From an optimization exercise on the open Yosys and OpenROAD flow, aimed at small area, a short achievable clock period and few clock cycles; shortcuts taken in it are not production practice. At most, simulation tests tie the RTL to the original design; equivalence was not proved. Function not checked in run 2: the RTL went through the layout flow alone. No activity file was given, so power comes from the tool's default toggle rates.

[flow/config.mk]
export PLATFORM = sky130hd
export DESIGN_NAME = RNN
export DESIGN_NICKNAME = RNN
export VERILOG_FILES = /design/flow/design.v
export SDC_FILE = /design/flow/constraint.sdc
export NUM_CORES = 4
export LEC_CHECK = 0
export ABC_CLOCK_PERIOD_IN_PS = 2400
export CAP_MARGIN = 20
export CORE_MARGIN = 2
export CORE_UTILIZATION = 60
export CTS_BUF_LIST = sky130_fd_sc_hd__clkbuf_8 sky130_fd_sc_hd__clkbuf_16
export CTS_CLUSTER_DIAMETER = 50
export CTS_CLUSTER_SIZE = 30
export PLACE_DENSITY = 0.75
export SETUP_SLACK_MARGIN = 2.6
export SLEW_MARGIN = 20
[flow/constraint.sdc]
create_clock -name core_clock -period 5.0 [get_ports {clk}]
set_input_delay 1.0000 -clock core_clock [delete_from_list [all_inputs] [get_ports {clk}]]
set_output_delay 1.0000 -clock core_clock [all_outputs]
set_load 0.01 [all_outputs]
[flow/design.v]
module RNN(clk,reset,busy,ready,i_en,idata,mdata_w,mce,mdata_r,maddr,msel);
input           clk, reset;
input           ready;
input    [31:0] idata;
input    [19:0] mdata_r;
output          busy;
output          i_en;
output          mce;
output   [16:0] maddr;
output   [19:0] mdata_w;
output    [2:0] msel;
localparam AW = 43;
localparam OP_NONE = 3'd0, OP_WS = 3'd1, OP_BIH = 3'd2, OP_BHH = 3'd3,
           OP_WIH = 3'd4, OP_WHH = 3'd5, OP_PAD = 3'd6, OP_T = 3'd7;
localparam ST_IDLE = 3'd0, ST_START = 3'd1, ST_RUN = 3'd2, ST_DRAIN = 3'd3,
           ST_DONE = 3'd4;
reg  [2:0]  st;
reg  [2:0]  opA;          
reg         lastA;        
reg  [4:0]  widxA;        
reg         busyA;
reg  [5:0]  ph;           
reg  [5:0]  j;            
reg  [5:0]  jb;           
reg  [5:0]  n;            
reg  [5:0]  kcnt;         
reg  [31:0] mask;         
reg  [10:0] tcnt, tlast;
reg         tpos;         
reg  [2:0]  op;           
reg         last_r;
reg         busy_r, ien_r, mce_r, wr_r;
reg  [2:0]  msel_r;
reg  [16:0] maddr_r;
reg  [17:0] wd;
reg  [3:0]  pcnt;
reg  [5:0]  pop;
wire        pvalid = (pcnt >= 4'd11);    
reg  [3:0]  xg;           
wire [2:0]  xg_n = xg[0] + xg[1] + xg[2] + xg[3];
reg  [5:0]  kq;           
reg  [5:0]  cand;         
reg  [5:0]  wcnt;         
reg         candeq;       
reg         n63;          
reg         slotA;        
reg  [17:0] H;
reg  [5:0]  jH;
reg         hv, hnew;
wire [17:0] hres;
reg l1, l2, la, lf1;
reg f1, f2;
wire [5:0] ph1 = ph + 6'd1;
wire wpend  = lf1 | (hv & ~wr_r);
wire [5:0] wj  = lf1 ? ph1 : jH;
wire inflight = last_r | l1 | l2 | la | lf1;
reg  [4:0] ctz;
integer b;
always @* begin
    ctz = 5'd0;
    for (b = 31; b >= 0; b = b - 1)
        if (mask[b]) ctz = b;
end
wire [31:0] mask_nx = mask & (mask - 32'd1);
reg  [2:0]  n_st, n_op;
reg         n_last, n_busy, n_tpos;
reg  [4:0]  n_widx;
reg  [5:0]  n_j, n_jb, n_n, n_k, n_wcnt;
reg  [31:0] n_mask;
reg  [10:0] n_tcnt;
always @* begin
    n_st = st; n_op = OP_NONE; n_last = 1'b0; n_busy = busyA; n_tpos = tpos;
    n_widx = widxA; n_j = j; n_jb = jb; n_n = n; n_k = kcnt;
    n_mask = mask; n_tcnt = tcnt; n_wcnt = wcnt;
    if (opA == OP_WS) begin
        n_mask = idata; n_wcnt = pop;
    end
    case (st)
    ST_IDLE: begin
        n_op = OP_T;
        if (ready) begin
            n_busy = 1'b1; n_st = ST_START; n_op = OP_NONE;
        end
    end
    ST_START: begin
        if (pvalid && !ien_r) begin
            n_st = ST_RUN; n_op = OP_WS; n_j = cand; n_jb = cand; n_n = 6'd0;
        end
    end
    ST_RUN: begin
        if (lastA || opA == OP_PAD) begin
            if (opA != OP_PAD && n63) begin
                n_st = ST_DRAIN; n_op = OP_PAD;
            end else if (opA != OP_PAD && candeq) begin
                n_op = OP_PAD;
            end else begin
                n_op = OP_WS; n_j = cand; n_n = n + 6'd1;
                if (opA == OP_PAD) n_jb = cand;
            end
        end else begin
            case (opA)
            OP_WS: n_op = OP_BIH;
            OP_BIH: begin
                n_op = OP_BHH; n_last = ~tpos & (pop == 6'd0);
            end
            default: begin  
                if (wcnt != 6'd0) begin
                    n_op = OP_WIH; n_widx = ctz; n_wcnt = wcnt - 6'd1;
                    n_mask = mask_nx; n_last = ~tpos & (wcnt == 6'd1);
                end else begin
                    n_op = OP_WHH;
                    n_k = (opA == OP_WHH) ? kcnt + 6'd1 : 6'd0;
                    n_last = (opA == OP_WHH) && (kcnt == 6'd62);
                end
            end
            endcase
        end
    end
    ST_DRAIN: begin
        n_op = OP_PAD;
        if (!inflight && pvalid) begin
            if (tcnt == tlast) begin
                n_st = ST_DONE; n_op = OP_NONE; n_busy = 1'b0;
            end else begin
                n_st = ST_RUN; n_tcnt = tcnt + 11'd1; n_tpos = 1'b1;
                n_op = OP_WS; n_j = cand; n_jb = cand; n_n = 6'd0;
            end
        end
    end
    default: begin  
        n_busy = 1'b0;
    end
    endcase
end
wire wr_next = slotA & wpend;
reg  [2:0]  p_msel;
reg  [16:0] p_maddr;
reg         p_mce;
always @* begin
    p_mce = 1'b1; p_msel = 3'b110; p_maddr = {11'd0, j};
    case (opA)
    OP_BIH: p_msel = 3'b001;
    OP_BHH: p_msel = 3'b011;
    OP_WIH: begin p_msel = 3'b000; p_maddr = {6'd0, j, widxA}; end
    OP_WHH: begin p_msel = 3'b010; p_maddr = {5'd0, j, ph1}; end
    OP_T:   p_msel = 3'b100;
    default: p_mce = 1'b0;
    endcase
    if (wr_next) begin
        p_mce = 1'b1; p_msel = 3'b101; p_maddr = {tcnt, wj};
    end
end
always @(posedge clk) begin
    ph <= ph1;
    if (ien_r) pcnt <= 4'd0;
    else if (pcnt != 4'd15) pcnt <= pcnt + 4'd1;
    xg <= idata[4*pcnt[2:0] +: 4];
    if (pcnt == 4'd1) pop <= {3'd0, xg_n};
    else if (pcnt >= 4'd2 && pcnt <= 4'd8) pop <= pop + {3'd0, xg_n};
    kq <= pop + 6'd9;
    cand <= ph1 + kq;
    candeq <= (ph1 + kq == jb);
    n63 <= (n_n == 6'd63);
    slotA <= (n_op == OP_WS) | (n_op == OP_PAD);
    if (st == ST_START && ien_r) tlast <= mdata_r[10:0] - 11'd1;
    st <= n_st; opA <= n_op; lastA <= n_last; widxA <= n_widx; busyA <= n_busy;
    tpos <= n_tpos; j <= n_j; jb <= n_jb; n <= n_n; kcnt <= n_k;
    mask <= n_mask; tcnt <= n_tcnt; wcnt <= n_wcnt;
    op <= opA; last_r <= lastA;
    mce_r <= p_mce; msel_r <= p_msel; maddr_r <= p_maddr; wr_r <= wr_next;
    wd <= wr_next ? (lf1 ? hres : H) : 18'd0;
    busy_r <= (st == ST_IDLE) ? ready : busyA;
    ien_r <= (st == ST_IDLE) ? ready : (opA == OP_WS && n63 && tcnt != tlast);
    if (reset) begin
        ph <= 6'd0;
        st <= ST_IDLE; opA <= OP_T; slotA <= 1'b0; lastA <= 1'b0; busyA <= 1'b0;
        tpos <= 1'b0; tcnt <= 11'd0;
        op <= OP_NONE; last_r <= 1'b0;
        mce_r <= 1'b1; msel_r <= 3'b100; wr_r <= 1'b0;
        busy_r <= 1'b0; ien_r <= 1'b0;
    end
end
reg  [18*64-1:0] ra, rb;
wire [17:0] hnext = tcnt[0] ? ra[35:18] : rb[35:18];
always @(posedge clk) begin
    ra <= {(hnew & ~tcnt[0]) ? H : ra[17:0], ra[18*64-1:18]};
    rb <= {(hnew &  tcnt[0]) ? H : rb[17:0], rb[18*64-1:18]};
end
wire [17:0] hval = (opA == OP_WHH) ? hnext : 18'h10000;
wire [18:0] hx = {hval, 1'b0};
reg  [26:0] bth_n;
integer d;
always @* begin
    for (d = 0; d < 9; d = d + 1) begin
        bth_n[3*d]   = hx[2*d+1] ^ hx[2*d];                                    
        bth_n[3*d+1] = hx[2*d+2] ? (~hx[2*d+1] & ~hx[2*d]) : (hx[2*d+1] & hx[2*d]);  
        bth_n[3*d+2] = hx[2*d+2];                                              
    end
end
reg [26:0] bth;
always @(posedge clk) bth <= bth_n;
wire [19:0] md = mdata_r;
wire [AW-1:0] pp [0:9];
genvar gi;
generate
for (gi = 0; gi < 9; gi = gi + 1) begin : G_PP
    wire one = bth[3*gi], two = bth[3*gi+1], ng = bth[3*gi+2];
    wire [20:0] sel = ({21{one}} & {md[19], md}) | ({21{two}} & {md, 1'b0});
    wire [20:0] v = sel ^ {21{ng}};
    wire [AW-1:0] row = {{(AW-21){1'b0}}, ~v[20], v[19:0]} << (2*gi);
    if (gi == 0) begin : G0
        assign pp[gi] = row;
    end else begin : GN
        assign pp[gi] = row | ({{(AW-1){1'b0}}, bth[3*(gi-1)+2]} << (2*gi-2));
    end
end
endgenerate
localparam [AW-1:0] CK = 43'h7eaaab00000;
assign pp[9] = CK | ({{(AW-1){1'b0}}, bth[26]} << 16);
wire [AW-1:0] a0 = ((pp[0])^(pp[1])^(pp[2])), a1 = ((((pp[0])&(pp[1]))|((pp[0])&(pp[2]))|((pp[1])&(pp[2]))) << 1);
wire [AW-1:0] a2 = ((pp[3])^(pp[4])^(pp[5])), a3 = ((((pp[3])&(pp[4]))|((pp[3])&(pp[5]))|((pp[4])&(pp[5]))) << 1);
wire [AW-1:0] a4 = ((pp[6])^(pp[7])^(pp[8])), a5 = ((((pp[6])&(pp[7]))|((pp[6])&(pp[8]))|((pp[7])&(pp[8]))) << 1);
wire [AW-1:0] a6 = pp[9];
wire [AW-1:0] b0 = ((a0)^(a1)^(a2)), b1 = ((((a0)&(a1))|((a0)&(a2))|((a1)&(a2))) << 1);
wire [AW-1:0] b2 = ((a3)^(a4)^(a5)), b3 = ((((a3)&(a4))|((a3)&(a5))|((a4)&(a5))) << 1);
wire [AW-1:0] b4 = a6;
reg [AW-1:0] q0, q1, q2, q3, q4;
always @(posedge clk) begin
    q0 <= b0; q1 <= b1; q2 <= b2; q3 <= b3; q4 <= b4;
    l1 <= last_r & ~reset; f1 <= (op == OP_BIH);
end
wire [AW-1:0] c0 = ((q0)^(q1)^(q2)), c1 = ((((q0)&(q1))|((q0)&(q2))|((q1)&(q2))) << 1);
wire [AW-1:0] c2 = q3, c3 = q4;
wire [AW-1:0] d0 = ((c0)^(c1)^(c2)), d1 = ((((c0)&(c1))|((c0)&(c2))|((c1)&(c2))) << 1);
wire [AW-1:0] d2 = c3;
wire [AW-1:0] e0 = ((d0)^(d1)^(d2)), e1 = ((((d0)&(d1))|((d0)&(d2))|((d1)&(d2))) << 1);
reg [AW-1:0] ps, pcy;
always @(posedge clk) begin
    ps <= e0; pcy <= e1;
    l2 <= l1 & ~reset; f2 <= f1;
end
reg  [AW-1:0] as, ac;
wire [AW-1:0] ai0 = f2 ? 43'h8000 : as;
wire [AW-1:0] ai1 = f2 ? 43'd0 : ac;
wire [AW-1:0] x0 = ((ai0)^(ai1)^(ps)), x1 = ((((ai0)&(ai1))|((ai0)&(ps))|((ai1)&(ps))) << 1);
wire [AW-1:0] y0 = ((x0)^(x1)^(pcy)), y1 = ((((x0)&(x1))|((x0)&(pcy))|((x1)&(pcy))) << 1);
always @(posedge clk) begin
    as <= y0; ac <= y1;
    la <= l2 & ~reset;
end
wire [22:0] lo  = as[21:0] + ac[21:0];
wire [21:0] hi0 = as[42:22] + ac[42:22];
wire [21:0] hi1 = {as[42:22], 1'b1} + {ac[42:22], 1'b1};
reg  [6:0]  lo_r;
reg  [20:0] h0, h1;
always @(posedge clk) begin
    lo_r <= lo[22:16];
    h0 <= hi0[20:0]; h1 <= hi1[21:1];
    lf1 <= la & ~reset;
end
wire [26:0] r  = {lo_r[6] ? h1 : h0, lo_r[5:0]};
wire sat_hi = ~r[26] & ((|r[25:17]) | (r[16] & (|r[15:0])));
wire sat_lo =  r[26] & ~(&r[25:16]);
assign hres = sat_hi ? 18'h10000 : sat_lo ? 18'h30000 : r[17:0];
always @(posedge clk) begin
    if (lf1) begin
        H <= hres;
        jH <= ph1;
    end
    hnew <= lf1 & ~reset;
    hv <= reset ? 1'b0 : lf1 ? 1'b1 : wr_r ? 1'b0 : hv;
end
assign busy = busy_r;
assign i_en = ien_r;
assign mce = mce_r;
assign msel = msel_r;
assign maddr = maddr_r;
assign mdata_w = {{2{wd[17]}}, wd};
endmodule
[flow/run.sh]
#!/bin/bash
# synth_recipe.tcl (not shown) runs the flow's synth.tcl, then flattens the netlist and writes it again
# the make line also repeats each setting of config.mk as NAME=value (left out here)
make -C /OpenROAD-flow-scripts/flow DESIGN_CONFIG=/design/flow/config.mk WORK_HOME=/design/flow/orfs CLKGATE_MAP_FILE= SYNTH_SCRIPT=/design/flow/synth_recipe.tcl finish
==> impl_results.md, run 1 <==
* Worst hold path type: reg2reg
* Crit-path max FO at 12
* Final HPWL DP at 76.44 mm
* Die area at 0.1283 mm^2
* Initial DRC Count at 2395
* Wirelength per Cell at 18.30 um
* DIE HEIGHT at 358.2 um
* Post-Syn Nets at 5583
* Routed vias/inst at 4.888
* Clock transition at the registers of the reported paths at 100 ps
* Area leader, netlist: dfxtp_1
* Status: timing/DRC/antenna clean
* Post-synth EDFFs at 37
* Fmax at 0.4230 GHz
* Core ar. at 0.1241 mm^2
* Total power at 45.55 mW
* Clock Latency Late Sink at 830 ps
* Fin nets at 5743
* Syn Area/Cell at 14.60 um^2
* Area Overhead vs Synth at 13.36%
* Final Skew at 50.42 ps
* CTS tree: built
* Max-slew violation count at 0
* Clock Sink Count at 2855
* Post-synth ARST share at 0
* Setup-failing EPs final at 0
* Total track usage at 0.2046
* Place WS at 1113 ps
* GRT Residual Overflow at 0
* Filler Cell Count at 7967
* Peak supply drop at 357.7 uV
* # IOs at 98
* CP endpoint kind: flop
* Seq cells post-synth at 2855
* PD cells at 533.8 mW/mm^2
* First-pass GRT wire length at 203.4 mm
* Met3 wire length at 5.733 mm
* Total Wirelength at 129.5 mm
* CTS buffer count at 162
* Yosys top cell area share at 0.7494
* Setup TNS at 0 ps
* Ys flop type: dfxtp_1
* Static Leak at 35.07 nW
* Startpoint types: flop
* Highest metal used: met4
* Crit path DAT at 3090 ps
* Post-route DRC at 0
* Slew @ Worst Pin at 995.5 ps
* Fin crit period at 2364 ps
* Rows at 129
* I/O Buffers at 97
* RSZ-0062 raised after global routing: yes
* Post-Synthesis Cells at 5155
* Unique masters post-synth at 68
* Final worst slack at 2636 ps
* Starting Density at 0.6065
* Yosys warns at 1
* Clock buffer depth at 3
* Drt pass-1 iters at 5
* Die Wd at 358.2 um
* Antenna-violating nets left at 0
* Vias in the first global route at 36010
* Met2 WL post-DR at 60.18 mm
* Fin. Hold Viols at 0
* Final period util at 0.4728
* Fraction of layout cells with a size suffix above 1 at 0.1407
* Pin count of the biggest net entering global routing at 84
* Vias at 34590
* Routability cong. at 0.8369
* Clock Tree Root: clkbuf_16
* H-tree depth at 4
* CP required at 5720 ps
* Antenna violations before repair at 6
* Hold WS at 302.7 ps
* Seq/Total Area, Yosys at 0.7641
* Max-cap viol count at 0
* Met1 WL at 60.15 mm
* Top cells by area, synth: dfxtp_1 (75%), fa_1 (5.3%), ha_1 (2.9%)
* Post-synthesis cell area at 0.07528 mm^2
* Relative slew margins at 0.3293
* Critical path class: reg2reg
==> final timing paths <==
| check | slack (ps) | from | endpoint | cells after the start |
|---|---|---|---|---|
| worst max register to register | 2640 | lo_r[6]$_DFF_P_ | wd[4]$_SDFF_PN0_ | 9 |
| worst min-delay path | 300 | rb[233]$_DFF_P_ | rb[215]$_DFF_P_ | 0 |
| worst max-delay path | 2640 | lo_r[6]$_DFF_P_ | wd[4]$_SDFF_PN0_ | 9 |
| worst min register to register | 300 | rb[233]$_DFF_P_ | rb[215]$_DFF_P_ | 0 |
==> worst max-delay path, cell delays in order (launching register included) <==
cell and delay, ps:
dfxtp_4 370, buf_12 130, or4b_2 600, nor4_2 150
a31oi_1 110, o31ai_2 200, buf_4 170, buf_6 130
nand2_1 160, a21oi_4 270
==> where the power goes <==
group / total (mW) / switching [mW] / internal (mW)
Clock: 15.2 / 8.17 / 6.98
Sequential: 24.6 / 0.728 / 23.9
Combinational: 5.79 / 3.24 / 2.55
Total: 45.6 / 12.1 / 33.4
==> what timing repair did <==
item                       CTS  global route
pin swaps                   14            38
setup endpoints to repair  306           114
hold buffers                 0             0
gates resized for setup    347           101
gates cloned                 3             4
buffers inserted            12            10
==> flip-flops by register name (all words and copies together) (netlist names), 23 cells and up <==
register / count
q2: 29
bth: 27
ps: 38
rb: 1152
pcy: 33
ac: 41
q3: 25
mask: 32
as: 43
q0: 31
q1: 23
ra: 1152
==> synthesized netlist by cell type, drive strengths merged (15+ instances only) <==
cell,number
mux2,72
a21o,20
a22oi,180
edfxtp,37
buf,28
clkbuf,147
nor2b,20
o21ai,76
nor4,24
fa,199
inv,296
nor3,37
nor2,131
nand2,170
dfxtp,2818
xor2,113
ha,174
xnor2,178
nand3,24
a21oi,105
nand4,15
nand2b,105
==> layout make-up <==
type,instances,area (um^2),area share
Tap cell,1637,2048,0.02400
Inverter,297,1121,0.01314
Antenna cell,1,2.502,0.00002932
Clock inverter,112,1589,0.01862
Sequential cell,2855,57630,0.6753
Timing Repair Buffer,171,1543,0.01808
Clock buffer,176,4303,0.05042
Multi-Input combinational cell,1828,17100,0.2004
==> routing by layer <==
| metal | track usage | vias to the layer above |
|---|---|---|
| met4 | 0.06603 | 0 |
| met1 | 0.2843 | 16780 |
| met2 | 0.3300 | 701 |
| met5 | 0 | - |
| li1 | - | 16880 |
| met3 | 0.03406 | 228 |
==> placed cells by master (no fill, tap or decap), types with 23 or more instances in the layout <==
cell / count
clkdlybuf4s50_1: 34
nand2_1: 159
nor2_1: 123
xnor2_1: 167
a22oi_1: 98
clkbuf_16: 171
xor2_1: 111
nand2b_1: 104
buf_2: 39
a22oi_2: 82
edfxtp_1: 37
a21oi_1: 85
dfxtp_2: 33
dfxtp_1: 2767
mux2_2: 72
nor3_1: 29
inv_6: 23
fa_1: 177
inv_1: 295
o21ai_0: 71
ha_1: 163
buf_4: 57
==> per-stage QoR <==
step           cells  instance area [um^2]    util
2_1_floorplan   5155                 76360       -
3_3_place_gp    6759                 78460  0.6322
3_5_place_dp    6759                 78470  0.6322
4_1_cts         7062                 84850  0.6836
5_1_grt         7076                 85340  0.6875
6_report        7077                 85340  0.6876
==> cell families after synthesis <==
logic type / synth area share
xor gates and xnor gates: 0.03385
AOI/OAI and AO/OA: 0.04334
and+or+nand+nor: 0.03814
buffers and inverters: 0.02368
muxes: 0.01502
DFF: 0.7641
adders and majority gates: 0.08184
Testbench counts, summed over its fixed seeds: cycles 425,040.
==> inputs of run 2 (changes only) <==
--- a/flow/design.v
+++ b/flow/design.v
@@ -36,5 +36,6 @@
 reg  [3:0]  pcnt;
 reg  [5:0]  pop;
-wire        pvalid = (pcnt >= 4'd11);    
+reg         pvalid;       
+reg         tlq;          
 reg  [3:0]  xg;           
 wire [2:0]  xg_n = xg[0] + xg[1] + xg[2] + xg[3];
@@ -120,5 +121,5 @@
         n_op = OP_PAD;
         if (!inflight && pvalid) begin
-            if (tcnt == tlast) begin
+            if (tlq) begin
                 n_st = ST_DONE; n_op = OP_NONE; n_busy = 1'b0;
             end else begin
@@ -153,4 +154,6 @@
 always @(posedge clk) begin
     ph <= ph1;
+    pvalid <= ~ien_r & (pcnt >= 4'd10);
+    tlq <= (tcnt == tlast);
     if (ien_r) pcnt <= 4'd0;
     else if (pcnt != 4'd15) pcnt <= pcnt + 4'd1;
@@ -171,5 +174,5 @@
     wd <= wr_next ? (lf1 ? hres : H) : 18'd0;
     busy_r <= (st == ST_IDLE) ? ready : busyA;
-    ien_r <= (st == ST_IDLE) ? ready : (opA == OP_WS && n63 && tcnt != tlast);
+    ien_r <= (st == ST_IDLE) ? ready : (opA == OP_WS && n63 && ~tlq);
     if (reset) begin
         ph <= 6'd0;
==> impl_results.md, run 2 <==
* Status: timing/DRC/antenna clean
* HP Start: rb[331]$_DFF_P_
* CP max-delay cell: dlygate4sd2_1
* Non-Filler Instances at 7096 (+0.27%)
* Unique masters post-synth at 76 (+12%)
* Die Wd at 359.4 um (+0.33%)
* Yosys warns at 1 (unchanged)
* Vias at 34720 (+0.36%)
* Biggest regs: ra: 1152 flops, rb: 1152 flops, as: 43 flops
* Critical path class: in2reg
* Clock Tree Root: clkbuf_16
* Pin count of the biggest net entering global routing at 84 (unchanged)
* CTS tree: built
* DIE HEIGHT at 359.4 um (+0.33%)
* Most used cell, CP: fa_1
* Initial DRC Count at 2201 (-8.1%)
* Top cells by area, synth: dfxtp_1 (74%), fa_1 (5.3%), ha_1 (2.9%)
* Antenna-violating nets left at 0 (unchanged)
* Final Skew at 49.68 ps (-0.7356 ps)
* First-pass GRT wire length at 201.9 mm (-0.75%)
* Core ar. at 0.1254 mm^2 (+1.0%)
* Multi-input gate area at 0.01705 mm^2 (-0.31%)
* Post-synth EDFFs at 37 (unchanged)
* # IOs at 98 (unchanged)
* Relative slew margins at 0.4423 (+0.1130)
* RSZ-0062 raised after global routing: yes
* Max-slew violation count at 0 (unchanged)
* Fin crit period at 2391 ps (+26.91 ps)
* Yosys top cell area share at 0.7449 (-0.004433)
* Fraction of layout cells with a size suffix above 1 at 0.1254 (-0.01521)
* Clock buffer depth at 3 (unchanged)
* Starting Density at 0.6043 (-0.002226)
* Crit path DAT at 3040 ps (-50 ps)
* Critical path origin: mdata_r[19]
* Post-Synthesis Cells at 5204 (+0.95%)
* Seq cells post-synth at 2857 (+0.070%)
* Power Internal at 33.13 mW (-0.84%)
* PD cells at 534.1 mW/mm^2 (about the same)
* Seq/Total Area, Yosys at 0.7596 (-0.004530)
* Antenna violations before repair at 10 (+4)
* Static Leak at 34.96 nW (-0.29%)
* Clock Sink Count at 2857 (+0.070%)
* Ys flop type: dfxtp_1
* I/O Buffers at 97 (unchanged)
* Clock share of power at 0.332 (about the same)
* Wirelength per Cell at 17.96 um (-1.8%)
* Vias in the first global route at 36010 (unchanged)
* Clock Latency Late Sink at 820 ps (about the same)
* Final HPWL DP at 77.67 mm (+1.6%)
* Routed vias/inst at 4.893 (about the same)
* R2R Path Start: ph[0]$_SDFF_PP0_
* GRT Residual Overflow at 0 (unchanged)
* Total track usage at 0.1994 (-0.005207)
* Total Wirelength at 127.5 mm (-1.5%)
* Max-cap viol count at 0 (unchanged)
* Sequential cell area at 0.05765 mm^2 (about the same)
* Die area at 0.1292 mm^2 (+0.66%)
* Setup TNS at 0 ps (unchanged)
* CP required at 5650 ps (-70 ps)
* Post-synthesis cell area at 0.07579 mm^2 (+0.67%)
* Fin. Hold Viols at 0 (unchanged)
* Drt pass-1 iters at 5 (unchanged)
* Post-route DRC at 0 (unchanged)
* Post-synth top cells: dfxtp_1 (2820), inv_1 (303), fa_1 (199)
* Fin nets at 5751 (+0.14%)
* Post-Syn Nets at 5632 (+0.88%)
* Fmax at 0.4182 GHz (-1.1%)
* Peak supply drop at 385.2 uV (+7.7%)
* Clock transition at the registers of the reported paths at 100 ps (about the same)
* CTS buffer count at 160 (-1.2%)
* Slowest Stage Delay on Critical Path at 610 ps (about the same)
* H-tree depth at 4 (unchanged)
* CP cell instances: dlygate4sd2_1, o21ai_0, xnor2_1, fa_1, inv_1, fa_1
* Switching Power at 12.17 mW (+0.21%)
* Final period util at 0.4782 (+0.005382)
* Crit-path max FO at 13 (+1)
* Most frequent cells in the layout: dfxtp_1 (2772), inv_1 (309), fa_1 (180)
* Count leader, synth: dfxtp_1
* Gate power share at 0.124 (-0.003)
* Slew @ Worst Pin at 836.5 ps (-159.0 ps)
* CP bufs+invs at 2 (-1)
* Number of instances in the placed design at 6800 (+0.61%)
* Commonest non-fill, non-tap cell in the layout: dfxtp_1
* Post-synth ARST share at 0 (unchanged)
* Routability cong. at 0.8344 (-0.30%)
* CP endpoint kind: flop
* Reg power frac at 0.544 (+0.004)
* Startpoint types: input port
* Setup-failing EPs final at 0 (unchanged)
* Area leader, netlist: dfxtp_1
* Area Overhead vs Synth at 11.92%
* Worst hold path type: reg2reg
* Rows at 130 (+0.78%)
* Kind of cell adding the most delay to the critical path: adder cells
* Syn Area/Cell at 14.56 um^2 (-0.28%)
* Filler Cell Count at 8341 (+4.7%)
* Switch share at 0.2687 (+0.002081)
==> run 2: final timing paths <==
path / end / slack (ps) / depth (start not counted)
setup / recovery: q0[20]$_DFF_P_ / 2610 / 6
hold / removal: rb[313]$_DFF_P_ / 300 / 0
setup reg to reg: candeq$_DFF_P_ / 2660 / 10
hold reg to reg: rb[313]$_DFF_P_ / 300 / 0
==> run 2: cells by family after synthesis <==
family / Yosys count / share of synthesized area
muxes: 103 / 0.01616
and+or+nand+nor: 599 / 0.04094
DFF: 2857 / 0.7596
xor gates and xnor gates: 288 / 0.03348
AOI/OAI and AO/OA: 497 / 0.04369
adders and majority gates: 373 / 0.08129
buffers and inverters: 487 / 0.02485
==> run 2: per-layer routing <==
| layer | track usage | up-vias | part of all wire |
|---|---|---|---|
| met2 | 0.3222 | 721 | 0.47 |
| met3 | 0.03201 | 240 | 0.042 |
| li1 | - | 16960 | - |
| met4 | 0.06470 | 0 | 0.023 |
| met1 | 0.2770 | 16800 | 0.47 |
| met5 | 0 | - | 0 |
==> run 2: repair_timing <==
item | CTS | global route
hold buffers | 0 | 0
setup buffers | 3 | 7
setup endpoints to repair | 248 | 78
gates cloned | 1 | 0
gates resized for setup | 306 | 58
pin swaps | 2 | 11
==> run 2: area by class of cell <==
cell class	count	share of cell area
sequential	2857	0.6796
multi-input combinational	1861	0.2010
clock buffer	168	0.04903
tap	1650	0.02434
clock inverter	116	0.01947
inverter	305	0.01360
timing repair buffer	138	0.01289
antenna	1	0.00002950
==> run 2: worst register-to-register path: cells and delay by family (launching register included) <==
kind / cells / cell delay (ps)
AND/OR/NAND/NOR: 2 / 310
AO/OA/AOI/OAI: 2 / 320
XOR/XNOR: 3 / 620
buffers and inverters: 1 / 80
adder cells (fa/ha/maj): 2 / 550
flip-flops: 1 / 380
==> run 2: through the flow <==
stage / hold WS [ps] / power [mW] / instance area, um^2 / setup WS, ps / util
2_1_floorplan: 309.6 / 29.10 / 76740 / 2336 / -
3_3_place_gp: 309.5 / 30.40 / 78770 / 1083 / 0.6281
3_5_place_dp: 312.1 / 30.57 / 78770 / 1044 / 0.6281
4_1_cts: 303.7 / 45.53 / 84670 / 2603 / 0.6751
5_1_grt: 299.2 / 47.26 / 84820 / 2481 / 0.6763
6_report: 295.3 / 45.30 / 84820 / 2609 / 0.6763
==> run 2: power by group through the flow <==
stage	Clock [mW]	Sequential (mW)	Combinational [mW]
floorplan	0	24.8	4.25
global placement	0	25.1	5.28
detailed placement	0	25.2	5.42
CTS	15.4	24.6	5.51
global route	16.2	24.8	6.33
finish	15.0	24.7	5.61
==> inputs of run 3 (changes only) <==
--- a/flow/design.v
+++ b/flow/design.v
@@ -44,4 +44,6 @@
 reg  [5:0]  wcnt;         
 reg         candeq;       
+reg  [5:0]  dk;           
+reg         whhA;         
 reg         n63;          
 reg         slotA;        
@@ -163,5 +165,7 @@
     kq <= pop + 6'd9;
     cand <= ph1 + kq;
-    candeq <= (ph1 + kq == jb);
+    dk <= jb - kq - 6'd1;
+    candeq <= (ph == dk);
+    whhA <= (n_op == OP_WHH);
     n63 <= (n_n == 6'd63);
     slotA <= (n_op == OP_WS) | (n_op == OP_PAD);
@@ -177,5 +181,5 @@
     if (reset) begin
         ph <= 6'd0;
-        st <= ST_IDLE; opA <= OP_T; slotA <= 1'b0; lastA <= 1'b0; busyA <= 1'b0;
+        st <= ST_IDLE; opA <= OP_T; slotA <= 1'b0; whhA <= 1'b0; lastA <= 1'b0; busyA <= 1'b0;
         tpos <= 1'b0; tcnt <= 11'd0;
         op <= OP_NONE; last_r <= 1'b0;
@@ -190,5 +194,5 @@
     rb <= {(hnew &  tcnt[0]) ? H : rb[17:0], rb[18*64-1:18]};
 end
-wire [17:0] hval = (opA == OP_WHH) ? hnext : 18'h10000;
+wire [17:0] hval = whhA ? hnext : 18'h10000;
 wire [18:0] hx = {hval, 1'b0};
 reg  [26:0] bth_n;
==> flow/flow/run.sh (new file) <==
#!/bin/bash
# The standard layout, except that the input and output ports are
# buffered with plain buffers (buf_4) rather than the delay-cell buffers
# buffer_ports picks by default.  make's full output goes to standard_flow.log;
# each ORFS step keeps its own log under orfs/logs.
set -euo pipefail
bash standard.sh "BUFFER_PORTS_ARGS=-buffer_cell sky130_fd_sc_hd__buf_4" finish > standard_flow.log 2>&1
==> flow/standard.sh (new file) <==
#!/bin/bash
# synth_recipe.tcl (not shown) runs the flow's synth.tcl, then flattens the netlist and writes it again
# the make line also repeats each setting of config.mk as NAME=value (left out here)
make -C /OpenROAD-flow-scripts/flow DESIGN_CONFIG=/design/flow/config.mk WORK_HOME=/design/flow/orfs CLKGATE_MAP_FILE= SYNTH_SCRIPT=/design/flow/synth_recipe.tcl "${@:-finish}"
--- a/flow/config.mk
+++ b/flow/config.mk
@@ -14,4 +14,4 @@
 export CTS_CLUSTER_SIZE = 30
 export PLACE_DENSITY = 0.75
-export SETUP_SLACK_MARGIN = 2.6
+export SETUP_SLACK_MARGIN = 2.85
 export SLEW_MARGIN = 20
removed: flow/run.sh
==> impl_results.md, run 3 <==
* Non-Filler Instances at 7218 (+1.7%)
* Clock buffer depth at 3 (unchanged)
* CP bufs+invs at 1 (-1)
* Final HPWL DP at 77.58 mm (-0.11%)
* Crit-path max FO at 1 (-12)
* Post-synth ARST share at 0 (unchanged)
* Yosys warns at 1 (unchanged)
* Final period util at 0.4754 (-0.002808)
* Area leader, netlist: dfxtp_1
* Crit path DAT at 1380 ps (-1660 ps)
* Worst r2r path cells at 8 (-2)
* Fmax at 0.4207 GHz (+0.59%)
* Hold buffers post-CTS at 0 (unchanged)
* WP depth at 1 (-5)
* Post-layout util at 0.6920 (+0.01567)
* CP required at 4000 ps (-1650 ps)
* Clock transition at the registers of the reported paths at 100 ps (about the same)
* Commonest non-fill, non-tap cell in the layout: dfxtp_1
* Fraction of layout cells with a size suffix above 1 at 0.1625 (+0.03710)
* Drt pass-1 iters at 5 (unchanged)
* Filler Cell Count at 8103 (-2.9%)
* Peak supply drop at 383.9 uV (-0.34%)
* R2r setup slk at 2740 ps (+80 ps)
* Post-route DRC at 0 (unchanged)
* Post-Synthesis Cells at 5260 (+1.1%)
* Top cells by area, synth: dfxtp_1 (75%), fa_1 (5.3%), ha_1 (2.9%)
* Biggest regs: ra: 1152 flops, rb: 1152 flops, as: 43 flops
* Initial DRC Count at 2539 (+15%)
* Relative slew margins at 0.4979 (+0.05557)
* Total track usage at 0.2074 (+0.008006)
* Unique masters post-synth at 84 (+11%)
* Antenna-violating nets left at 0 (unchanged)
* Core ar. at 0.1256 mm^2 (+0.13%)
* Worst reg2reg path endpoint: st[0]$_SDFFE_PP0P_
* Critical path origin: wd[5]$_SDFF_PN0_
* Status: timing/DRC/antenna clean
* Die Wd at 359.8 um (+0.10%)
* Slew @ Worst Pin at 746.3 ps (-90.23 ps)
* First-pass GRT wire length at 210.3 mm (+4.1%)
* Count leader, synth: dfxtp_1
* Max-slew violation count at 0 (unchanged)
* Seq/Total Area, Yosys at 0.7599 (about the same)
* Worst hold path type: reg2reg
* DIE HEIGHT at 359.8 um (+0.10%)
* Antenna violations before repair at 1 (-9)
* CP endpoint kind: output pin
* GRT Residual Overflow at 0 (unchanged)
* Routability cong. at 0.8332 (-0.14%)
* Fin crit period at 2377 ps (-14.04 ps)
* Crit path capture: mdata_w[5]
* Post-synth top cells: dfxtp_1 (2827), inv_1 (319), fa_1 (200)
* Setup TNS at 0 ps (unchanged)
* PD cells at 526.5 mW/mm^2 (-1.4%)
* Fin nets at 5880 (+2.2%)
* Yosys top cell area share at 0.7452 (about the same)
* Critical path class: reg2out
* Setup-failing EPs final at 0 (unchanged)
* Wirelength per Cell at 18.90 um (+5.2%)
* H-tree depth at 4 (unchanged)
* Post-synthesis cell area at 0.07594 mm^2 (+0.21%)
* Slowest Stage Delay on Critical Path at 430 ps (-180 ps)
* Antenna diode count at 0 (-1)
* CP cell instances: buf_6
* Final Skew at 71.05 ps (+21.36 ps)
* Max-cap viol count at 0 (unchanged)
* I/O Buffers at 97 (unchanged)
* Placed cell areas at 0.07887 mm^2 (+0.12%)
* Static Leak at 35.66 nW (+2.0%)
* CTS tree: built
* Die area at 0.1294 mm^2 (+0.20%)
* Post-Syn Nets at 5694 (+1.1%)
* Area Overhead vs Synth at 14.42%
* Clock Sink Count at 2864 (+0.25%)
* Seq cells post-synth at 2864 (+0.25%)
* Starting Density at 0.6048 (about the same)
* Number of instances in the placed design at 6842 (+0.62%)
* Syn Area/Cell at 14.44 um^2 (-0.86%)
* Fin. Hold Viols at 0 (unchanged)
* Clock Latency Late Sink at 820 ps (about the same)
* CP max-delay cell: dfxtp_4
* Layout Cell Area excl Fill at 0.08690 mm^2 (+2.5%)
* R2R Path Start: l2$_DFF_P_
* Vias in the first global route at 36720 (+2.0%)
* RSZ-0062 raised after global routing: yes
* Ys flop type: dfxtp_1
* Startpoint types: flop
* Routed vias/inst at 4.963 (+1.4%)
* CTS buffer count at 160 (unchanged)
* Kind of cell adding the most delay to the critical path: flip-flops
* Post-synth EDFFs at 37 (unchanged)
* Most frequent cells in the layout: dfxtp_1 (2740), inv_1 (324), fa_1 (176)
* Clock Tree Root: clkbuf_16
* Total Wirelength at 136.4 mm (+7.0%)
* Rows at 130 (unchanged)
* # IOs at 98 (unchanged)
* Pin count of the biggest net entering global routing at 84 (unchanged)
* Vias at 35820 (+3.2%)
## run 3: cell count changes after synthesis, sizes merged, moves of 15 or more
cell / change
mux2: -31
buf: -21
clkbuf: +32
nand2: +28
inv: +17
o21ai: +15
## run 3: final cells by class
cell class                 count  area (um^2)  share of cell area
clock buffer                 167         4100             0.04719
tap                         1650         2064             0.02376
clock inverter               117         1551             0.01785
inverter                     322         1231             0.01417
timing repair buffer         216         2192             0.02523
sequential                  2864        57930              0.6667
multi-input combinational   1882        17820              0.2051
## run 3: worst min path at each step
stage                                  end  cells past startpoint             start  slack (ps)
after global placement     rb[525]$_DFF_P_                      0   rb[543]$_DFF_P_         310
after floorplan                 f2$_DFF_P_                      0        f1$_DFF_P_         310
after CTS                 rb[1094]$_DFF_P_                      0  rb[1112]$_DFF_P_         310
after detailed placement   ra[176]$_DFF_P_                      0   ra[194]$_DFF_P_         310
final                     rb[1094]$_DFF_P_                      0  rb[1112]$_DFF_P_         300
after global routing      rb[1130]$_DFF_P_                      0  rb[1148]$_DFF_P_         310
## run 3: timing repair
action / in CTS / in global routing
gates cloned: 2 / 3
setup endpoints to repair: 319 / 213
pin swaps: 35 / 48
buffers inserted: 41 / 46
resized for setup: 256 / 147
## run 3: per-stage QoR
| step | total power, mW | hold slack, ps | worst slack, ps |
|---|---|---|---|
| floorplan | 29.06 | 309.6 | 2335 |
| global route | 47.65 | 311.4 | 2577 |
| CTS | 45.57 | 309.7 | 2575 |
| global placement | 30.32 | 309.7 | 1954 |
| detailed placement | 30.49 | 312.1 | 1867 |
| finish | 45.75 | 299.5 | 2623 |
## run 3: cells by family (layout without fill, tap and decap cells)
logic type | Yosys count | after routing | share of synthesized area
buffers and inverters | 515 | 822 | 0.02570
flip-flops | 2864 | 2864 | 0.7599
AO/OA/AOI/OAI | 520 | 520 | 0.04635
XOR/XNOR | 294 | 294 | 0.03391
multiplexers | 69 | 69 | 0.01114
adder cells (fa/ha/maj) | 379 | 379 | 0.08221
AND/OR/NAND/NOR | 619 | 620 | 0.04083
## run 3: routing by layer
| layer | part of all wire | track usage | vias to the layer above | wire (um) |
|---|---|---|---|---|
| met5 | 0 | 0 | - | 0 |
| met1 | 0.48 | 0.3049 | 17410 | 65750 |
| met3 | 0.047 | 0.03416 | 267 | 6471 |
| met2 | 0.44 | 0.3163 | 834 | 60660 |
| li1 | - | - | 17310 | - |
| met4 | 0.026 | 0.06591 | 0 | 3517 |
## run 3: report_power, final
group	switching [mW]	internal (mW)
Clock	8.13	6.83
Combinational	3.32	2.67
Sequential	0.900	23.9
Testbench counts of run 3, summed over its fixed seeds: cycles 425,040.
==> inputs of run 4 (changes only) <==
--- a/flow/config.mk
+++ b/flow/config.mk
@@ -6,5 +6,5 @@
 export NUM_CORES = 4
 export LEC_CHECK = 0
-export ABC_CLOCK_PERIOD_IN_PS = 2400
+export ABC_AREA = 1
 export CAP_MARGIN = 20
 export CORE_MARGIN = 2
@@ -14,4 +14,4 @@
 export CTS_CLUSTER_SIZE = 30
 export PLACE_DENSITY = 0.75
-export SETUP_SLACK_MARGIN = 2.85
+export SETUP_SLACK_MARGIN = 2.7
 export SLEW_MARGIN = 20
==> impl_results.md, run 4 <==
* Status: timing/DRC/antenna clean
* H-tree depth at 4 (unchanged)
* Final Skew at 49.99 ps (-21.05 ps)
* Final HPWL DP at 82.81 mm (+6.7%)
* Crit path DAT at 3150 ps (+1770 ps)
* Core ar. at 0.1252 mm^2 (-0.26%)
* Final worst slack at 2573 ps (-49.55 ps)
* Worst hold path type: reg2reg
* Post-synth top cells: dfxtp_1 (2827), inv_1 (514), nand2_1 (387)
* Fmax at 0.4121 GHz (-2.0%)
* Post-synth ARST share at 0 (unchanged)
* Area Overhead vs Synth at 14.37% (about the same)
* Relative slew margins at 0.3190 (-0.1789)
* Antenna violations before repair at 2 (+1)
* Vias in the first global route at 37620 (+2.5%)
* Post-Syn Nets at 5943 (+4.4%)
* Initial DRC Count at 2679 (+5.5%)
* Fraction of layout cells with a size suffix above 1 at 0.1366 (-0.02595)
* Critical path origin: lo_r[6]$_DFF_P_
* Clock transition at the registers of the reported paths at 100 ps (about the same)
* Fin. Hold Viols at 0 (unchanged)
* Startpoint types: flop
* Clock Latency Late Sink at 820 ps (about the same)
* Max-cap viol count at 0 (unchanged)
* Hold Path Depth at 0 (unchanged)
* Worst hold path endpoint: rb[1133]$_DFF_P_
* CTS buffer count at 160 (unchanged)
* Area leader, netlist: dfxtp_1
* Fin crit period at 2427 ps (+49.55 ps)
* Hold buffers post-CTS at 0 (unchanged)
* Multi-input gate area at 0.01638 mm^2 (-8.1%)
* Rows at 130 (unchanged)
* Yosys warns at 1 (unchanged)
* Setup-failing EPs final at 0 (unchanged)
* Die area at 0.1285 mm^2 (-0.70%)
* Clock Tree Root: clkbuf_16
* Place WS at 1836 ps (-31.16 ps)
* Top cells by area, synth: dfxtp_1 (75%), fa_1 (5.3%), xor2_1 (3.0%)
* CTS tree: built
* First-pass GRT wire length at 210.1 mm (about the same)
* Routability cong. at 0.8985 (+7.8%)
* Worst reg2reg path endpoint: wd[11]$_SDFF_PN0_
* Yosys top cell area share at 0.7506 (+0.005330)
* PD cells at 537.9 mW/mm^2 (+2.2%)
* Non-Filler Instances at 7502 (+3.9%)
* Post-synth EDFFs at 37 (unchanged)
* Crit-path max FO at 8 (+7)
* Filler Cell Count at 8347 (+3.0%)
* Peak supply drop at 367.2 uV (-4.3%)
* Critical path class: reg2reg
* Commonest non-fill, non-tap cell in the layout: dfxtp_1
* Unique masters post-synth at 59 (-30%)
* Fin nets at 6168 (+4.9%)
* Post-route DRC at 0 (unchanged)
* Number of instances in the placed design at 7154 (+4.6%)
* Biggest regs: ra: 1152 flops, rb: 1152 flops, as: 43 flops
* Slew @ Worst Pin at 995.7 ps (+249.4 ps)
* Syn Area/Cell at 13.69 um^2 (-5.2%)
* Clock Sink Count at 2864 (unchanged)
* HP Start: rb[1151]$_DFF_P_
* Ys flop type: dfxtp_1
* Seq cells post-synth at 2864 (unchanged)
* Seq/Total Area, Yosys at 0.7653 (+0.005434)
* Most frequent cells in the layout: dfxtp_1 (2766), inv_1 (502), nand2_1 (379)
* # IOs at 98 (unchanged)
* Count leader, synth: dfxtp_1
* CP endpoint kind: flop
* Starting Density at 0.6020 (-0.002735)
* RSZ-0062 raised after global routing: yes
* Final period util at 0.4853 (+0.009910)
* Static Leak at 36.93 nW (+3.6%)
* Pin count of the biggest net entering global routing at 44 (-48%)
* Post-synthesis cell area at 0.07540 mm^2 (-0.71%)
* Worst r2r path cells at 10 (+2)
* Routed vias/inst at 4.867 (-1.9%)
* Drt pass-1 iters at 6 (+1)
* Die Wd at 358.5 um (-0.35%)
* Vias at 36510 (+1.9%)
* Post-Synthesis Cells at 5509 (+4.7%)
* CP required at 5720 ps (+1720 ps)
* Wirelength per Cell at 18.26 um (-3.4%)
* Setup TNS at 0 ps (unchanged)
* Clock buffer depth at 3 (unchanged)
* R2r setup slk at 2570 ps (-170 ps)
* Sequential cell area at 0.05781 mm^2 (-0.21%)
* GRT Residual Overflow at 0 (unchanged)
* Antenna-violating nets left at 0 (unchanged)
* Max-slew violation count at 0 (unchanged)
* R2R Path Start: lo_r[6]$_DFF_P_
* Total track usage at 0.2131 (+0.005624)
* Total Wirelength at 137.0 mm (+0.43%)
* DIE HEIGHT at 358.5 um (-0.35%)
* I/O Buffers at 97 (unchanged)
run 4: worst max path at each step:
stage,endpoint,slack [ps],cells past startpoint
after floorplan,q2[17]$_DFF_P_,2330,8
after global placement,maddr_r[0]$_DFF_P_,1880,5
after detailed placement,wd[3]$_SDFF_PN0_,1840,11
after CTS,lo_r[6]$_DFF_P_,2480,15
after global routing,lo_r[5]$_DFF_P_,2390,16
final,wd[11]$_SDFF_PN0_,2570,10
run 4: layer usage:
layer / vias to the layer above / routed length, um / global-route usage
met5: - / 0 / 0
met4: 0 / 4293 / 0.07750
met3: 271 / 7959 / 0.04254
met2: 949 / 62350 / 0.3379
met1: 17520 / 62370 / 0.2928
li1: 17770 / - / -
run 4: cell type report:
type | count | area share
clock buffers | 167 | 0.04807
flip-flops and latches | 2864 | 0.6703
repair buffers | 179 | 0.01972
clock inverters | 111 | 0.01805
multi-input cells | 1965 | 0.1900
diodes | 2 | 0.00005803
well taps | 1650 | 0.02394
repair inverters | 5 | 0.0004062
inverters | 559 | 0.02944
run 4: cells by family (layout without fill, tap and decap cells):
| group | Yosys count | in the layout | synth area share |
|---|---|---|---|
| other | 0 | 2 | 0 |
| DFF | 2864 | 2864 | 0.7653 |
| buffers and inverters | 680 | 1021 | 0.03418 |
| adders and majority gates | 379 | 379 | 0.08280 |
| AOI/OAI and AO/OA | 542 | 542 | 0.04261 |
| and+or+nand+nor | 754 | 754 | 0.04112 |
| xor gates and xnor gates | 276 | 276 | 0.03206 |
| muxes | 14 | 14 | 0.001925 |
run 4: stage by stage:
stage	area [um^2]	util	total power [mW]	hold WS [ps]
5_1_grt	86230	0.6885	48.52	295.5
4_1_cts	85290	0.6810	46.24	292.1
6_report	86240	0.6886	46.39	296.8
3_3_place_gp	78700	0.6284	30.99	309.5
3_5_place_dp	78700	0.6284	31.19	312.1
2_1_floorplan	76630	-	29.35	309.6
run 4: timing repair:
item,CTS,global route
resized for setup,216,125
cloned,3,5
endpoints found under the hold margin,0,0
pin swaps,22,32
setup endpoints to repair,323,157
setup buffers,15,45
run 4: where the power goes:
| group | switching (mW) | internal, mW |
|---|---|---|
| sequential | 0.731 | 24.1 |
| clock | 8.12 | 6.78 |
| combinational | 4.07 | 2.58 |
run 4: critical path, cell delays in order (launching register included):
cell and delay [ps]:
dfxtp_4 380, buf_12 160, mux2i_4 310, nand4_1 220
o41ai_4 380, a21oi_2 120, nor3_4 180, bufinv_8 270
o22ai_4 120, inv_1 70, nor2_1 140
==> inputs of run 5 (changes only) <==
--- a/flow/config.mk
+++ b/flow/config.mk
@@ -6,5 +6,5 @@
 export NUM_CORES = 4
 export LEC_CHECK = 0
-export ABC_AREA = 1
+export ABC_CLOCK_PERIOD_IN_PS = 2400
 export CAP_MARGIN = 20
 export CORE_MARGIN = 2
@@ -14,4 +14,4 @@
 export CTS_CLUSTER_SIZE = 30
 export PLACE_DENSITY = 0.75
-export SETUP_SLACK_MARGIN = 2.7
+export SETUP_SLACK_MARGIN = 2.6
 export SLEW_MARGIN = 20
==> impl_results.md, run 5 <==
* H-tree depth at 4 (unchanged)
* Clock buffer depth at 3 (unchanged)
* CP endpoint kind: flop
* Core ar. at 0.1256 mm^2 (+0.26%)
* Die area at 0.1294 mm^2 (+0.71%)
* Commonest non-fill, non-tap cell in the layout: dfxtp_1
* Clock Tree Root: clkbuf_16
* Relative slew margins at 0.3769 (+0.05792)
* Setup-failing EPs final at 0 (unchanged)
* Static Leak at 35.01 nW (-5.2%)
* Worst r2r path cells at 5 (-5)
* Status: timing/DRC/antenna clean
* Antenna violations before repair at 9 (+7)
* Ys flop type: dfxtp_1
* CTS buffer count at 162 (+1.3%)
* Vias at 35270 (-3.4%)
* Die Wd at 359.8 um (+0.35%)
* RSZ-0062 raised after global routing: yes
* Slowest Stage Delay on Critical Path at 780 ps (+400 ps)
* Slew @ Worst Pin at 932.3 ps (-63.38 ps)
* Peak supply drop at 330.8 uV (-9.9%)
* Routability cong. at 0.8233 (-8.4%)
* Clock transition at the registers of the reported paths at 110 ps (about the same)
* Post-synth EDFFs at 37 (unchanged)
* CP cell instances: a22oi_1, xor2_1, fa_1, inv_1, fa_2
* Routed vias/inst at 4.942 (+1.5%)
* Startpoint types: flop
* Biggest regs: ra: 1152 flops, rb: 1152 flops, as: 43 flops
* Final HPWL DP at 77.59 mm (-6.3%)
* Final Skew at 47.99 ps (-2.007 ps)
* First-pass GRT wire length at 205.5 mm (-2.2%)
* Critical path class: reg2reg
* # IOs at 98 (unchanged)
* Worst hold path type: reg2reg
* Hold Path Depth at 0 (unchanged)
* Setup TNS at 0 ps (unchanged)
* Syn Area/Cell at 14.44 um^2 (+5.5%)
* Area leader, netlist: dfxtp_1
* Antenna-violating nets left at 0 (unchanged)
* Post-synthesis cell area at 0.07594 mm^2 (+0.72%)
* Seq/Total Area, Yosys at 0.7599 (-0.005434)
* Total Wirelength at 130.2 mm (-4.9%)
* CP required at 5720 ps (about the same)
* Post-synth top cells: dfxtp_1 (2827), inv_1 (319), fa_1 (200)
* Crit path DAT at 3070 ps (-80 ps)
* I/O Buffers at 97 (unchanged)
* Unique masters post-synth at 84 (+42%)
* Post-layout util at 0.6766 (-0.01196)
* CTS tree: built
* Fmax at 0.4246 GHz (+3.0%)
* Power Internal at 33.21 mW (-0.77%)
* Total track usage at 0.2036 (-0.009423)
* Fin nets at 5797 (-6.0%)
* Clock share of power at 0.332 (+0.011)
* Clock Latency Late Sink at 820 ps (about the same)
* Starting Density at 0.6048 (+0.002735)
* Number of instances in the placed design at 6841 (-4.4%)
* Gate power share at 0.120 (-0.024)
* GRT Residual Overflow at 0 (unchanged)
* Top cells by area, synth: dfxtp_1 (75%), fa_1 (5.3%), ha_1 (2.9%)
* Vias in the first global route at 36530 (-2.9%)
* Pin count of the biggest net entering global routing at 84 (+91%)
* Final period util at 0.4710 (-0.01429)
* Fraction of layout cells with a size suffix above 1 at 0.1221 (-0.01447)
* Rows at 130 (unchanged)
* PD cells at 530.7 mW/mm^2 (-1.3%)
* Reg power frac at 0.548 (+0.013)
* Antenna diode count at 0 (-2)
* DIE HEIGHT at 359.8 um (+0.35%)
* Most frequent cells in the layout: dfxtp_1 (2779), inv_1 (328), fa_1 (180)
* Clock Sink Count at 2864 (unchanged)
* Post-Synthesis Cells at 5260 (-4.5%)
* Post-Syn Nets at 5694 (-4.2%)
* Drt pass-1 iters at 6 (unchanged)
* CP max-delay cell: dfxtp_2
* Switching Power at 11.88 mW (-8.1%)
* Area Overhead vs Synth at 11.88%
* Post-route DRC at 0 (unchanged)
* Count leader, synth: dfxtp_1
* Switch share at 0.2635 (-0.01509)
* Seq cells post-synth at 2864 (unchanged)
* Wirelength per Cell at 18.25 um (about the same)
* Fin. Hold Viols at 0 (unchanged)
* Fin crit period at 2355 ps (-71.46 ps)
* Max-cap viol count at 0 (unchanged)
* Max-slew violation count at 0 (unchanged)
* Non-Filler Instances at 7137 (-4.9%)
* Initial DRC Count at 2373 (-11%)
* Crit-path max FO at 20 (+12)
* Yosys warns at 1 (unchanged)
* Yosys top cell area share at 0.7452 (-0.005330)
* Post-synth ARST share at 0 (unchanged)
run 5: cell count changes in the layout (fill, tap and decap cells not counted), sizes merged, moves of 45 or more:
cell and change:
nand2 -215, inv -199, o22ai -179, a22oi +174, xnor2 +154, xor2 -136, nand2b +90, nor2 -73
o21ai -54, buf -45
run 5: critical path, delay by kind of cell, from the launching register on:
kind / cells / cell delay, ps
adder cells (fa/ha/maj): 2 / 1070
flip-flops: 1 / 780
XOR/XNOR: 1 / 200
AO/OA/AOI/OAI: 1 / 160
buffers and inverters: 1 / 60
run 5: cells by family (layout without fill, tap and decap cells):
family,after synthesis,count (layout),synth area share
and+or+nand+nor,619,619,0.04083
DFF,2864,2864,0.7599
muxes,69,69,0.01114
adders and majority gates,379,379,0.08221
AOI/OAI and AO/OA,520,521,0.04635
buffers and inverters,515,741,0.02570
xor gates and xnor gates,294,294,0.03391
run 5: metal layers:
metal,global-route usage,vias to the layer above,part of all wire
li1,-,17150,-
met1,0.2948,17120,0.48
met2,0.3052,735,0.44
met3,0.03987,262,0.049
met4,0.07654,8,0.030
met5,0,-,0.00038
run 5: metrics by stage:
step / power [mW] / worst slack [ps] / area [um^2] / hold WS [ps]
2_1_floorplan: 28.94 / 2335 / 77030 / 309.6
3_3_place_gp: 30.20 / 1915 / 78720 / 309.9
3_5_place_dp: 30.38 / 1733 / 78730 / 312.1
4_1_cts: 45.27 / 2570 / 84760 / 302.1
5_1_grt: 46.98 / 2565 / 84960 / 306.5
6_report: 45.09 / 2645 / 84960 / 303.9
run 5: power groups by stage:
stage / Clock [mW] / Combinational (mW) / Sequential, mW
2_1_floorplan: 0 / 4.09 / 24.9
3_3_place_gp: 0 / 5.01 / 25.2
3_5_place_dp: 0 / 5.16 / 25.2
4_1_cts: 15.3 / 5.29 / 24.7
5_1_grt: 16.1 / 6.06 / 24.8
6_report: 15.0 / 5.39 / 24.7
run 5: what timing repair did:
| action | in CTS | in global routing |
|---|---|---|
| cloned | 1 | 0 |
| setup endpoints to repair | 192 | 75 |
| hold buffers | 0 | 0 |
| setup buffers | 5 | 2 |
| gates resized for setup | 84 | 46 |
| pin swaps | 6 | 12 |
run 5: layout make-up:
cell class | instances | area (um^2)
Inverter | 322 | 1217
Sequential cell | 2864 | 57830
Timing Repair Buffer | 131 | 1047
Tap cell | 1650 | 2064
Clock buffer | 175 | 4312
Clock inverter | 113 | 1434
Fill cell | 8329 | 40610
Multi-Input combinational cell | 1882 | 17060
run 5: path summary, 6_finish.rpt:
check	startpoint	end	slack [ps]
max	bth[10]$_DFF_P_	q0[10]$_DFF_P_	2640
min	ra[855]$_DFF_P_	ra[837]$_DFF_P_	300
max reg2reg	bth[10]$_DFF_P_	q0[10]$_DFF_P_	2640
min reg2reg	ra[855]$_DFF_P_	ra[837]$_DFF_P_	300
==> inputs of run 6 (changes only) <==
--- a/flow/config.mk
+++ b/flow/config.mk
@@ -10,8 +10,8 @@
 export CORE_MARGIN = 2
 export CORE_UTILIZATION = 60
-export CTS_BUF_LIST = sky130_fd_sc_hd__clkbuf_8 sky130_fd_sc_hd__clkbuf_16
-export CTS_CLUSTER_DIAMETER = 50
-export CTS_CLUSTER_SIZE = 30
+export CTS_BUF_LIST = sky130_fd_sc_hd__clkbuf_16
+export CTS_CLUSTER_DIAMETER = 55
+export CTS_CLUSTER_SIZE = 34
 export PLACE_DENSITY = 0.75
-export SETUP_SLACK_MARGIN = 2.6
+export SETUP_SLACK_MARGIN = 2.7
 export SLEW_MARGIN = 20
==> impl_results.md, run 6 <==
* Final worst slack at 2613 ps (-32.26 ps)
* Seq/Total Area, Yosys at 0.7599 (unchanged)
* Startpoint types: flop
* Max-slew violation count at 0 (unchanged)
* Switching Power at 11.90 mW (+0.15%)
* Antenna violations before repair at 4 (-5)
* Post-synthesis cell area at 0.07594 mm^2 (unchanged)
* I/O Buffers at 97 (unchanged)
* CP cell instances: or4_4, or2_4, a311o_2, a221oi_2, a311oi_1, and4b_1
* Worst reg2reg path endpoint: n63$_DFF_P_
* Top cells by area, synth: dfxtp_1 (75%), fa_1 (5.3%), ha_1 (2.9%)
* PD cells at 524.8 mW/mm^2 (-1.1%)
* First-pass GRT wire length at 204.5 mm (-0.52%)
* Fraction of layout cells with a size suffix above 1 at 0.1260 (+0.003922)
* Final Skew at 41.87 ps (-6.121 ps)
* R2r setup slk at 2610 ps (-30 ps)
* Vias in the first global route at 35930 (-1.6%)
* Fin nets at 5793 (-0.069%)
* Rows at 130 (unchanged)
* Clock share of power at 0.319 (-0.013)
* CTS tree: built
* Seq cells post-synth at 2864 (unchanged)
* Clock Tree Root: clkbuf_16
* H-tree depth at 4 (unchanged)
* # IOs at 98 (unchanged)
* Fin crit period at 2387 ps (+32.26 ps)
* Clock transition at the registers of the reported paths at 120 ps (about the same)
* Yosys top cell area share at 0.7452 (unchanged)
* Max-cap viol count at 0 (unchanged)
* Commonest non-fill, non-tap cell in the layout: dfxtp_1
* Static Leak at 34.86 nW (-0.43%)
* RSZ-0062 raised after global routing: yes
* Post-synth ARST share at 0 (unchanged)
* Biggest regs: ra: 1152 flops, rb: 1152 flops, as: 43 flops
* Yosys warns at 1 (unchanged)
* WP depth at 6 (+1)
* Post-synth EDFFs at 37 (unchanged)
* Worst r2r path cells at 6 (+1)
* Slew @ Worst Pin at 1037 ps (+104.4 ps)
* Unique masters post-synth at 84 (unchanged)
* Area leader, netlist: dfxtp_1
* Final HPWL DP at 77.59 mm (about the same)
* Crit path DAT at 3070 ps (about the same)
* Peak supply drop at 435.8 uV (+32%)
* R2R Path Start: last_r$_SDFF_PP0_
* Count leader, synth: dfxtp_1
* Worst hold path type: reg2reg
* Total track usage at 0.2026 (-0.001032)
* Total power at 44.56 mW (-1.2%)
* Die area at 0.1294 mm^2 (unchanged)
* Hold WS at 294.3 ps (-9.665 ps)
* Fmax at 0.4189 GHz (-1.4%)
* Status: timing/DRC/antenna clean
* Drt pass-1 iters at 7 (+1)
* Post-Syn Nets at 5694 (unchanged)
* Wirelength per Cell at 18.31 um (+0.33%)
* Gate power share at 0.127 (+0.007)
* Ys flop type: dfxtp_1
* CTS buffer count at 145 (-10%)
* CP max-delay cell: or4_4
* Pin count of the biggest net entering global routing at 84 (unchanged)
* Final period util at 0.4775 (+0.006452)
* CP bufs+invs at 0 (-1)
* Setup TNS at 0 ps (unchanged)
* Clock buffer depth at 3 (unchanged)
* Vias at 35050 (-0.64%)
* Fin. Hold Viols at 0 (unchanged)
* Slowest Stage Delay on Critical Path at 590 ps (-190 ps)
* GRT Residual Overflow at 0 (unchanged)
* Clock Latency Late Sink at 810 ps (about the same)
* Area Overhead vs Synth at 11.83% (about the same)
* Relative slew margins at 0.3072 (-0.06975)
* Switch share at 0.2670 (+0.003526)
* Kind of cell adding the most delay to the critical path: simple AND/OR/NAND/NOR gates
* Antenna-violating nets left at 0 (unchanged)
* Setup-failing EPs final at 0 (unchanged)
* DIE HEIGHT at 359.8 um (unchanged)
* Most frequent cells in the layout: dfxtp_1 (2773), inv_1 (324), fa_1 (178)
* Total Wirelength at 130.4 mm (+0.10%)
* Critical path class: reg2reg
* Routed vias/inst at 4.922 (-0.42%)
* Place WS at 1834 ps (+101.5 ps)
* CP endpoint kind: flop
* Die Wd at 359.8 um (unchanged)
* Post-synth top cells: dfxtp_1 (2827), inv_1 (319), fa_1 (200)
* Post-Synthesis Cells at 5260 (unchanged)
* Syn Area/Cell at 14.44 um^2 (unchanged)
* Initial DRC Count at 2397 (+1.0%)
* Routability cong. at 0.8663 (+5.2%)
* Post-route DRC at 0 (unchanged)
* Power Internal at 32.66 mW (-1.6%)
* Core ar. at 0.1256 mm^2 (unchanged)
* Filler Cell Count at 8348 (+0.23%)
* Critical path origin: last_r$_SDFF_PP0_
* CP required at 5680 ps (-40 ps)
* Reg power frac at 0.554 (+0.006)
* Starting Density at 0.6048 (unchanged)
* Crit path capture: n63$_DFF_P_
* Crit-path max FO at 4 (-80%)
* Clock Sink Count at 2864 (unchanged)
[run 6: worst min-delay path by stage]
stage,startpoint,endpoint,slack (ps),cells past startpoint
6_report,ra[77]$_DFF_P_,ra[59]$_DFF_P_,290,0
5_1_grt,ra[77]$_DFF_P_,ra[59]$_DFF_P_,310,0
4_1_cts,ra[77]$_DFF_P_,ra[59]$_DFF_P_,290,0
3_5_place_dp,ra[1089]$_DFF_P_,ra[1071]$_DFF_P_,310,0
3_3_place_gp,ra[99]$_DFF_P_,ra[81]$_DFF_P_,310,0
2_1_floorplan,f1$_DFF_P_,f2$_DFF_P_,310,0
[run 6: cell families after synthesis]
group	after synthesis	synth area share
flops	2864	0.7599
buf+inv	515	0.02570
compound gates	520	0.04635
mux	69	0.01114
fa+ha+maj	379	0.08221
simple gates	619	0.04083
xor+xnor	294	0.03391
[run 6: cell type report]
type                       count  area (um^2)  area share
sequential                  2864        57850      0.6812
antenna                        4        10.01   0.0001179
tap                         1650         2064     0.02431
clock buffer                 148         3704     0.04361
clock inverter               107         1536     0.01809
timing repair buffer         145         1295     0.01525
inverter                     322         1224     0.01441
multi-input combinational   1881        17240      0.2030
[run 6: what timing repair did]
action,4_1_cts,5_1_grt
hold buffers,0,0
buffers inserted,6,8
gates cloned,0,3
endpoints found under the setup margin,202,139
pin swaps,12,30
gates resized for setup,132,77
[run 6: layer usage]
layer  share of wire  GRT usage  up-vias
met5        0.000061          0        -
met4           0.023    0.06426        2
met3           0.043    0.03386      229
met2            0.44     0.3101      716
met1            0.49     0.2966    16980
li1                -          -    17120
[run 6: power by group through the flow]
stage	clock [mW]	sequential, mW	combinational, mW
2_1_floorplan	0	24.9	4.09
6_report	14.2	24.7	5.67
5_1_grt	15.3	24.8	6.35
3_3_place_gp	0	25.1	5.11
4_1_cts	14.5	24.6	5.43
3_5_place_dp	0	25.2	5.25
[run 6: stage by stage]
step                      utilization  cell area, um^2  instances
after global routing           0.6763            84920       7119
after CTS                      0.6726            84460       7106
after floorplan                     -            77070       5260
after global placement         0.6273            78770       6845
after detailed placement       0.6273            78770       6845
final                          0.6763            84920       7121

re-timing with driven ports:
In the flow no input, the clock included, has a driving cell. The finished layouts below were timed again as built, in two steps. Step 1 (the two cells are an assumption about what drives the block):
set clk [get_ports {clk}]
set_driving_cell -lib_cell sky130_fd_sc_hd__clkbuf_16 $clk
set_driving_cell -lib_cell sky130_fd_sc_hd__buf_2 [delete_from_list [all_inputs] $clk]
Step 2 times the ports against the registers' clock, not the clock port: input delays grow and output delays shrink by t, the midpoint of the rising clock arrivals with the driver on. Three values: no drivers, after step 1, after step 2; two values: the first two.
run	t (ns)	slack for setup (ns)	worst register clock-pin slew, ns
run 1	0.874	2.636 / 2.595 / 1.783	0.12 / 0.12
run 2	0.865	2.609 / 2.599 / 1.756	0.11 / 0.11
run 3	0.867	2.623 / 2.550 / 1.999	0.11 / 0.11
run 4	0.878	2.573 / 2.508 / 1.949	0.11 / 0.11
run 5	0.867	2.645 / 2.574 / 2.025	0.11 / 0.11
run 6	0.863	2.613 / 2.575 / 1.989	0.12 / 0.12
After both steps setup and hold are still met in every run listed.
